This is an optimization exercise on Yosys and OpenROAD, whose aim is a short achievable clock period and few clock cycles, not a production implementation.
In this exercise RTL edits were held to simulation tests only and were not proved equivalent to the original.
Power figures rest on the tool's default switching activity, not on a simulated workload.

== before ==
==> flow/design.v <==
module projectCPU2021(
  clk,
  rst,
  wrEn,
  data_fromRAM,
  addr_toRAM,
  data_toRAM
);
input clk, rst;
input wire [15:0] data_fromRAM;
output wire [15:0] data_toRAM;
output wire wrEn;
output wire [12:0] addr_toRAM;
localparam OP_ADD = 3'd0, OP_NAND = 3'd1, OP_SRRL = 3'd2, OP_GE = 3'd3,
           OP_SZ = 3'd4, OP_CP2W = 3'd5, OP_CPFW = 3'd6, OP_JMP = 3'd7;
reg sF0, sAW, sA, sB, sJ1, sJ2, sI1, sI2;
reg [12:0] addr_q;      
reg        sel_q;       
reg        we_q;        
reg        w2;          
reg [12:0] pcf;         
reg [12:0] hpc;         
reg [12:0] hpc1;        
reg [15:0] ir;          
reg        irz;         
reg [ 2:0] xop;         
reg        xv;          
reg        smc;         
reg [15:0] W;
reg [12:0] c2;          
reg        c2v;
wire [15:0] din = data_fromRAM;
assign addr_toRAM = sel_q ? din[12:0] : addr_q;
assign wrEn       = we_q & ~rst;
assign data_toRAM = W;
wire dz   = (din == 16'd0);
wire szA  = sA & xv & (xop == OP_SZ);
wire skip = szA & dz;
wire [3:0] s = din[3:0];
wire hi0 = (din[15:6] == 10'd0);
wire m_shr = hi0 & ~din[5] & ~din[4];
wire m_shl = hi0 & ~din[5] &  din[4];
wire m_ror = hi0 &  din[5] & ~din[4];
wire [31:0] wl = {W, W} << s;
wire [31:0] wr = {W, W} >> s;
wire [15:0] shr  = W >> s;
wire [15:0] shl  = W << s;
wire [15:0] rotr = wr[15:0];
wire [15:0] rotl = wl[31:16];
wire [15:0] sh = m_shr ? shr : m_shl ? shl : m_ror ? rotr : rotl;
function [16:0] padd(input [15:0] a, input [15:0] b, input cin);
  reg [15:0] g, p, gg, pp, g2, p2;
  integer i, d;
  begin
    g = a & b;
    p = a ^ b;
    gg = g; pp = p;
    gg[0] = g[0] | (p[0] & cin);
    for (d = 1; d < 16; d = d * 2) begin
      g2 = gg; p2 = pp;
      for (i = d; i < 16; i = i + 1) begin
        g2[i] = gg[i] | (pp[i] & gg[i-d]);
        p2[i] = pp[i] & pp[i-d];
      end
      gg = g2; pp = p2;
    end
    padd[0] = p[0] ^ cin;
    for (i = 1; i < 16; i = i + 1) padd[i] = p[i] ^ gg[i-1];
    padd[16] = gg[15];
  end
endfunction
wire [16:0] sum  = padd(W, din, 1'b0);
wire [16:0] diff = padd(W, ~din, 1'b1);
wire        wge  = diff[16];
wire        exe = (sA | sJ1) & xv;
reg  [15:0] alu;
reg         wupd;
always @* begin
  wupd = exe;
  case (xop)
    OP_ADD:  alu = sum[15:0];
    OP_NAND: alu = ~(W & din);
    OP_SRRL: alu = sh;
    OP_GE:   alu = {15'd0, wge};
    OP_CP2W: alu = din;
    default: begin alu = W; wupd = 1'b0; end
  endcase
end
wire [12:0] ec2  = w2 ? W[12:0] : c2;
wire        ec2v = w2 | c2v;
wire        dz13 = (din[12:0] == 13'd0);
wire        dwr  = (din[15:13] == OP_CPFW);
wire        djmp = (din[15:13] == OP_JMP);
wire        irwr = (ir[15:13] == OP_CPFW);
wire [ 2:0] xo   = ir[15:13];                      
wire goI_AW = sAW & dz13 & ~c2v;
wire goI_A  = sA & irz & ~c2v;                     
wire goB_AW = sAW & ~(dz13 & ~c2v);
wire goB_A  = sA & ~(irz & ~c2v);
wire bJ2 = sB & (xo == OP_JMP);
wire bF0 = sB & ~bJ2 & smc;
wire bJ1 = sB & ~bJ2 & ~smc & djmp & (xo != OP_SZ) & ~(dz13 & ~ec2v);
wire bA  = sB & ~bJ2 & ~smc & ~bJ1;
wire        ind_sel = sA ? irz : dz13;
wire [12:0] ind_val = sB ? ec2 : c2;
wire [12:0] dir_val = sA ? ir[12:0] : din[12:0];
wire [12:0] aE_n    = ind_sel ? ind_val : dir_val;
wire [12:0] c2or2  = c2v ? c2 : 13'd2;
wire [12:0] eaIR2  = irz ? c2or2 : ir[12:0];
wire [12:0] bpc    = smc ? hpc1 : pcf;
wire [12:0] din1   = din[12:0] + 13'd1;
reg  [12:0] addr_n;
always @* begin
  if (sAW)      addr_n = dz13 ? c2or2 : din[12:0];
  else if (sA)  addr_n = skip ? pcf : eaIR2;
  else if (sB)  addr_n = bJ1 ? (dz13 ? ec2 : din[12:0]) : bpc;
  else if (sJ2) addr_n = din1;
  else          addr_n = pcf;
end
wire smc_dir = (din[12:0] == hpc1);
wire smc_ir  = (ir[12:0] == hpc1);
wire smc_c2  = (c2 == hpc1);
always @(posedge clk) begin
  if (rst) begin
    sF0 <= 1'b1; sAW <= 1'b0; sA <= 1'b0; sB <= 1'b0;
    sJ1 <= 1'b0; sJ2 <= 1'b0; sI1 <= 1'b0; sI2 <= 1'b0;
    addr_q <= 13'd0;
    sel_q  <= 1'b0;
    we_q <= 1'b0;
    w2   <= 1'b0;
    pcf  <= 13'd1;
    hpc  <= 13'd0;
    hpc1 <= 13'd1;
    xv   <= 1'b0;
    smc  <= 1'b0;
    W    <= 16'd0;
    c2v  <= 1'b0;
  end else begin
    sF0 <= bF0;
    sAW <= sF0 | sJ2 | skip;
    sA  <= bA | sI2;
    sB  <= goB_AW | (goB_A & ~skip);
    sJ1 <= bJ1;
    sJ2 <= bJ2 | sJ1;
    sI1 <= goI_AW | (goI_A & ~skip);
    sI2 <= sI1;
    sel_q  <= bJ2 | sJ1;
    addr_q <= addr_n;
    we_q <= (sAW & dwr & ~(dz13 & ~c2v)) | (sA & irwr & ~(irz & ~c2v) & ~skip);
    w2   <= (sAW & dwr & ~(dz13 & ~c2v) | sA & irwr & ~(irz & ~c2v) & ~skip) & (aE_n == 13'd2);
    if (sJ2) begin
      pcf  <= din[12:0] + 13'd2;
      hpc  <= din[12:0];
      hpc1 <= din1;
    end else begin
      if (bF0)
        pcf <= hpc1 + 13'd1;
      else if (sF0 | sB | sI2 | skip)
        pcf <= pcf + 13'd1;
      else if (sI1)
        pcf <= hpc1;
      if (sB | skip) begin
        hpc  <= hpc1;
        hpc1 <= hpc1 + 13'd1;
      end
    end
    if (sAW | sB) begin
      ir  <= din;
      irz <= dz13;
    end
    xop <= xo;
    xv  <= sB;
    if (wupd) W <= alu;
    if (w2) begin c2 <= W[12:0]; c2v <= 1'b1; end
    if (sI2) begin c2 <= din[12:0]; c2v <= 1'b1; end
    smc <= sAW ? (dwr & (dz13 ? smc_c2 : smc_dir)) : (irwr & (irz ? smc_c2 : smc_ir));
  end
end
endmodule
Settings: LEC_CHECK=0, ABC_CLOCK_PERIOD_IN_PS=2000, CAP_MARGIN=20, CORE_MARGIN=2, CORE_UTILIZATION=40, SETUP_SLACK_MARGIN=2.4, SLEW_MARGIN=20; clock period 4.5 ns.
run.sh (not shown) runs the stock make flow with config.mk's settings and CLKGATE_MAP_FILE= SYNTH_SCRIPT=/design/flow/synth_recipe.tcl, a recipe that flattens the netlist after the stock synthesis.
Testbench counts of before, summed over its fixed seeds: cycles 48,718.
What after does differently from before at the input level:
-- flow/design.v --
<<< before, line 28
reg        smc;         
reg [15:0] W;
reg [12:0] c2;          
reg        c2v;
>>> after, line 28
reg        smc;         
reg [15:0] W;
reg [12:0] lwa;         
reg        lwz;         
reg        lwv;
reg        fzq;         
reg [12:0] c2;          
reg        c2v;
<<< before, line 37
wire szA  = sA & xv & (xop == OP_SZ);
wire skip = szA & dz;
wire [3:0] s = din[3:0];
wire hi0 = (din[15:6] == 10'd0);
>>> after, line 41
wire szA  = sA & xv & (xop == OP_SZ);
wire skip = szA & dz;
wire jskip = sJ1 & xv & (xop == OP_SZ) & dz;
wire [3:0] s = din[3:0];
wire hi0 = (din[15:6] == 10'd0);
<<< before, line 100
wire bJ2 = sB & (xo == OP_JMP);
wire bF0 = sB & ~bJ2 & smc;
wire bJ1 = sB & ~bJ2 & ~smc & djmp & (xo != OP_SZ) & ~(dz13 & ~ec2v);
wire bA  = sB & ~bJ2 & ~smc & ~bJ1;
wire        ind_sel = sA ? irz : dz13;
>>> after, line 105
wire bJ2 = sB & (xo == OP_JMP);
wire bF0 = sB & ~bJ2 & smc;
wire bJ1 = sB & ~bJ2 & ~smc & djmp & ~(dz13 & ~ec2v);
wire bA  = sB & ~bJ2 & ~smc & ~bJ1;
wire        ind_sel = sA ? irz : dz13;
<<< before, line 109
wire [12:0] eaIR2  = irz ? c2or2 : ir[12:0];
wire [12:0] bpc    = smc ? hpc1 : pcf;
wire [12:0] din1   = din[12:0] + 13'd1;
reg  [12:0] addr_n;
always @* begin
  if (sAW)      addr_n = dz13 ? c2or2 : din[12:0];
  else if (sA)  addr_n = skip ? pcf : eaIR2;
  else if (sB)  addr_n = bJ1 ? (dz13 ? ec2 : din[12:0]) : bpc;
  else if (sJ2) addr_n = din1;
  else          addr_n = pcf;
end
>>> after, line 114
wire [12:0] eaIR2  = irz ? c2or2 : ir[12:0];
wire [12:0] bpc    = smc ? hpc1 : pcf;
wire        fz     = sA & xv & ~skip & fzq;
wire [12:0] lwa_n  = we_q ? addr_q : lwa;
wire        fzq_n  = (din[15:13] == OP_SZ) & (we_q | lwv) & ~(dz13 & ~ec2v) &
                     (dz13 ? (ec2 == lwa_n) : (din[12:0] == lwa_n));
wire        refetch = bF0 | jskip;              
wire [12:0] din1   = din[12:0] + 13'd1;
reg  [12:0] addr_n;
always @* begin
  if (sAW)      addr_n = dz13 ? c2or2 : din[12:0];
  else if (sA)  addr_n = (skip | fz) ? pcf : eaIR2;
  else if (sB)  addr_n = bJ1 ? (dz13 ? ec2 : din[12:0]) : bpc;
  else if (sJ2) addr_n = din1;
  else if (sJ1) addr_n = hpc1;
  else          addr_n = pcf;
end
<<< before, line 136
    W    <= 16'd0;
    c2v  <= 1'b0;
  end else begin
    sF0 <= bF0;
    sAW <= sF0 | sJ2 | skip;
    sA  <= bA | sI2;
    sB  <= goB_AW | (goB_A & ~skip);
    sJ1 <= bJ1;
    sJ2 <= bJ2 | sJ1;
    sI1 <= goI_AW | (goI_A & ~skip);
    sI2 <= sI1;
    sel_q  <= bJ2 | sJ1;
    addr_q <= addr_n;
    we_q <= (sAW & dwr & ~(dz13 & ~c2v)) | (sA & irwr & ~(irz & ~c2v) & ~skip);
    w2   <= (sAW & dwr & ~(dz13 & ~c2v) | sA & irwr & ~(irz & ~c2v) & ~skip) & (aE_n == 13'd2);
    if (sJ2) begin
      pcf  <= din[12:0] + 13'd2;
>>> after, line 147
    W    <= 16'd0;
    c2v  <= 1'b0;
    lwv  <= 1'b0;
  end else begin
    sF0 <= refetch | (fz & lwz);
    sAW <= sF0 | sJ2 | skip | (fz & ~lwz);
    sA  <= bA | sI2;
    sB  <= goB_AW | (goB_A & ~skip & ~fz);
    sJ1 <= bJ1;
    sJ2 <= bJ2 | (sJ1 & ~jskip);
    sI1 <= goI_AW | (goI_A & ~skip & ~fz);
    sI2 <= sI1;
    sel_q  <= bJ2 | (sJ1 & ~jskip);
    addr_q <= addr_n;
    we_q <= (sAW & dwr & ~(dz13 & ~c2v)) | (sA & irwr & ~(irz & ~c2v) & ~skip);
    w2   <= (sAW & dwr & ~(dz13 & ~c2v) | sA & irwr & ~(irz & ~c2v) & ~skip) & (aE_n == 13'd2);
    fzq <= sB & fzq_n;
    if (we_q) begin
      lwa <= addr_q;
      lwz <= (W == 16'd0);
      lwv <= 1'b1;
    end
    if (sJ2) begin
      pcf  <= din[12:0] + 13'd2;
<<< before, line 154
      hpc1 <= din1;
    end else begin
      if (bF0)
        pcf <= hpc1 + 13'd1;
      else if (sF0 | sB | sI2 | skip)
        pcf <= pcf + 13'd1;
      else if (sI1)
        pcf <= hpc1;
      if (sB | skip) begin
        hpc  <= hpc1;
        hpc1 <= hpc1 + 13'd1;
>>> after, line 172
      hpc1 <= din1;
    end else begin
      if (refetch)
        pcf <= hpc1 + 13'd1;
      else if (sF0 | sB | sI2 | skip | fz)
        pcf <= pcf + 13'd1;
      else if (sI1)
        pcf <= hpc1;
      if (fz & lwz) begin
        hpc  <= hpc1 + 13'd1;
        hpc1 <= hpc1 + 13'd2;
      end else if (sB | skip | jskip | fz) begin
        hpc  <= hpc1;
        hpc1 <= hpc1 + 13'd1;
==> comparison <==
Comparing count of buffer and inverter cells on the critical path for before and after, the smaller number came from before. Instance area after placement: after > before. In after the routed wire length turned out about 30% higher than in before. Delay of the slowest critical-path stage: before and after compared, lower one is before. Share of total power in the clock network: before and after compared, lower one is before. Summary of after over before: growth of design area from synthesis to finish now larger; area after synthesis rose by 1600 um2; critical path depth rose by 2. Compared with before, after shows peak fanout along the critical path higher by 1. Switching power delta for after relative to before: about 40% higher. Delta(count of buffers added by post-CTS timing repair for setup, after - before) > 0. Compared with before, after is hungrier on power. Note that the upper clock frequency limit recorded for after amounts to 0.933 times the value seen in before.
Testbench counts of after, summed over its fixed seeds: cycles 46,988.


projectCPU2021, a different RTL version from the one above (not shown whole).
For scale: roughly 1,600 cells after synthesis, roughly 120 flip-flops, roughly 0.012 sq mm of cells after synthesis.
==> flow/config.mk <==
export PLATFORM = sky130hd
export DESIGN_NAME = projectCPU2021
export DESIGN_NICKNAME = projectCPU2021
export VERILOG_FILES = /design/flow/design.v
export SDC_FILE = /design/flow/constraint.sdc
export NUM_CORES = 4
export LEC_CHECK = 0
export ABC_CLOCK_PERIOD_IN_PS = 2000
export CAP_MARGIN = 20
export CORE_MARGIN = 2
export CORE_UTILIZATION = 40
export SETUP_SLACK_MARGIN = 2.4
export SLEW_MARGIN = 20
==> flow/constraint.sdc <==
create_clock -name core_clock -period 4.5 [get_ports {clk}]
set_input_delay 0.9000 -clock core_clock [delete_from_list [all_inputs] [get_ports {clk}]]
set_output_delay 0.9000 -clock core_clock [all_outputs]
set_load 0.01 [all_outputs]
Testbench counts at the start, summed over its fixed seeds: cycles 46,988.
Edit:
--- a/flow/design.v
+++ b/flow/design.v
@@ -48,24 +48,54 @@
 wire m_ror = hi0 &  din[5] & ~din[4];
 wire [31:0] wl = {W, W} << s;
 wire [31:0] wr = {W, W} >> s;
 wire [15:0] shr  = W >> s;
 wire [15:0] shl  = W << s;
 wire [15:0] rotr = wr[15:0];
 wire [15:0] rotl = wl[31:16];
 wire [15:0] sh = m_shr ? shr : m_shl ? shl : m_ror ? rotr : rotl;
-wire [15:0] sum = W + din;
-wire        wge = (W >= din);
+function [16:0] padd(input [15:0] a, input [15:0] b, input cin);
+  reg [15:0] g, p, gg, pp, g2, p2;
+  integer i, d;
+  begin
+    g = a & b;
+    p = a ^ b;
+    gg = g; pp = p;
+    gg[0] = g[0] | (p[0] & cin);
+    for (d = 1; d < 16; d = d * 2) begin
+      g2 = gg; p2 = pp;
+      for (i = d; i < 16; i = i + 1) begin
+        g2[i] = gg[i] | (pp[i] & gg[i-d]);
+        p2[i] = pp[i] & pp[i-d];
+      end
+      gg = g2; pp = p2;
+    end
+    padd[0] = p[0] ^ cin;
+    for (i = 1; i < 16; i = i + 1) padd[i] = p[i] ^ gg[i-1];
+    padd[16] = gg[15];
+  end
+endfunction
+wire [16:0] sum  = padd(W, din, 1'b0);
+wire [16:0] diff = padd(W, ~din, 1'b1);
+wire        wge  = diff[16];
 wire        exe = (sA | sJ1) & xv;
-reg  [ 4:0] xo5;
-wire        wupd = exe & (|xo5);
-wire [15:0] alu  = ({16{xo5[0]}} & sum) | ({16{xo5[1]}} & ~(W & din)) |
-                   ({16{xo5[2]}} & sh)  | ({16{xo5[3]}} & {15'd0, wge}) |
-                   ({16{xo5[4]}} & din);
+reg  [15:0] alu;
+reg         wupd;
+always @* begin
+  wupd = exe;
+  case (xop)
+    OP_ADD:  alu = sum[15:0];
+    OP_NAND: alu = ~(W & din);
+    OP_SRRL: alu = sh;
+    OP_GE:   alu = {15'd0, wge};
+    OP_CP2W: alu = din;
+    default: begin alu = W; wupd = 1'b0; end
+  endcase
+end
 wire [12:0] ec2  = w2 ? W[12:0] : c2;
 wire        ec2v = w2 | c2v;
 wire        dz13 = (din[12:0] == 13'd0);
 wire        dwr  = (din[15:13] == OP_CPFW);
 wire        djmp = (din[15:13] == OP_JMP);
 wire        irwr = (ir[15:13] == OP_CPFW);
 wire [ 2:0] xo   = ir[15:13];                      
 wire goI_AW = sAW & dz13 & ~c2v;
@@ -80,32 +110,32 @@
 wire [12:0] ind_val = sB ? ec2 : c2;
 wire [12:0] dir_val = sA ? ir[12:0] : din[12:0];
 wire [12:0] aE_n    = ind_sel ? ind_val : dir_val;
 wire [12:0] c2or2  = c2v ? c2 : 13'd2;
 wire [12:0] eaIR2  = irz ? c2or2 : ir[12:0];
 wire [12:0] bpc    = smc ? hpc1 : pcf;
 wire        fz     = sA & xv & ~skip & fzq;
 wire [12:0] lwa_n  = we_q ? addr_q : lwa;
-wire        fzq_n  = (din[15:13] == OP_SZ) & (we_q | lwv) & (lwa_n != 13'd0) &
-                     (din[12:0] == lwa_n);
+wire        fzq_n  = (din[15:13] == OP_SZ) & (we_q | lwv) & ~(dz13 & ~ec2v) &
+                     (dz13 ? (ec2 == lwa_n) : (din[12:0] == lwa_n));
 wire        refetch = bF0 | jskip;              
 wire [12:0] din1   = din[12:0] + 13'd1;
 reg  [12:0] addr_n;
 always @* begin
   if (sAW)      addr_n = dz13 ? c2or2 : din[12:0];
   else if (sA)  addr_n = (skip | fz) ? pcf : eaIR2;
   else if (sB)  addr_n = bJ1 ? (dz13 ? ec2 : din[12:0]) : bpc;
   else if (sJ2) addr_n = din1;
   else if (sJ1) addr_n = hpc1;
   else          addr_n = pcf;
 end
-wire smc_dir = (din[12:0] == addr_q);
-wire smc_ir  = (ir[12:0] == addr_q);
-wire smc_c2  = (c2 == addr_q);
+wire smc_dir = (din[12:0] == hpc1);
+wire smc_ir  = (ir[12:0] == hpc1);
+wire smc_c2  = (c2 == hpc1);
 wire [12:0] pcfp   = pcf + 13'd1;
 wire [12:0] hpc1p  = hpc1 + 13'd1;
 wire [12:0] hpc1pp = hpc1 + 13'd2;
 wire [12:0] din2   = {din[12:1] + 12'd1, din[0]};
 wire        ainc   = skip | fz;
 wire        fzs    = fz & lwz;
 wire [12:0] pcf_n  = ({13{sF0 | sI2}} & pcfp) |
                      ({13{sAW}}       & pcf) |
@@ -163,17 +193,16 @@
     pcf  <= pcf_n;
     hpc  <= hpc_n;
     hpc1 <= hpc1_n;
     if (sAW | sB) begin
       ir  <= din;
       irz <= dz13;
     end
     xop <= xo;
-    xo5 <= {xo == OP_CP2W, xo == OP_GE, xo == OP_SRRL, xo == OP_NAND, xo == OP_ADD};
     xv  <= sB;
     if (wupd) W <= alu;
     if (w2) begin c2 <= W[12:0]; c2v <= 1'b1; end
     if (sI2) begin c2 <= din[12:0]; c2v <= 1'b1; end
     smc <= sAW ? (dwr & (dz13 ? smc_c2 : smc_dir)) : (irwr & (irz ? smc_c2 : smc_ir));
   end
 end
 endmodule
What happened: Total power came out lower by 3.4%; clock skew drops by 0.0088 ns; final cell count goes down by 1.7%; area after synthesis drops by 0.83%; critical path depth came out higher by 1; sequential share of layout area came out higher by 0.23 points; final area went down by 6.0%; wire length increases by 5.8%; first-iteration DRC count is about the same; count of clock-buffer cells in the layout is lower by 4.
Testbench counts after the change, summed over its fixed seeds: cycles 46,988.

[what the ideal ports hide]
No port has a modelled driver above. Below, the same layouts with a new extraction and two added sets of constraints. Step 1: set_driving_cell puts a clkbuf_16 on clk and a buf_2 on each other input, an assumption about the parent block. Step 2, shift: input delay + t, output delay - t, t = (earliest + latest rising clock arrival at the registers) / 2. This alone moves slack from input paths to output paths. Slacks: ideal ports / drivers / drivers and shift; pairs: ideal ports / drivers.
run	t, ns	setup WS [ns]	hold slack, ns	worst data-port slew with drivers (ns)
before	0.416	1.798 / 1.757 / 1.341	0.546 / 0.546 / 0.546	0.13
after	0.483	1.604 / 1.575 / 1.092	0.475 / 0.475 / 0.475	0.09
the first run of note 2	0.495	1.657 / 1.666 / 1.171	0.467 / 0.467 / 0.467	0.09
the second run of note 2	0.482	1.485 / 1.495 / 1.013	0.481 / 0.481 / 0.481	0.09
After both steps every run listed still meets setup and hold. The setup slack of after, which loses most, moves by -0.029 ns with the drivers and by -0.512 ns with both steps.
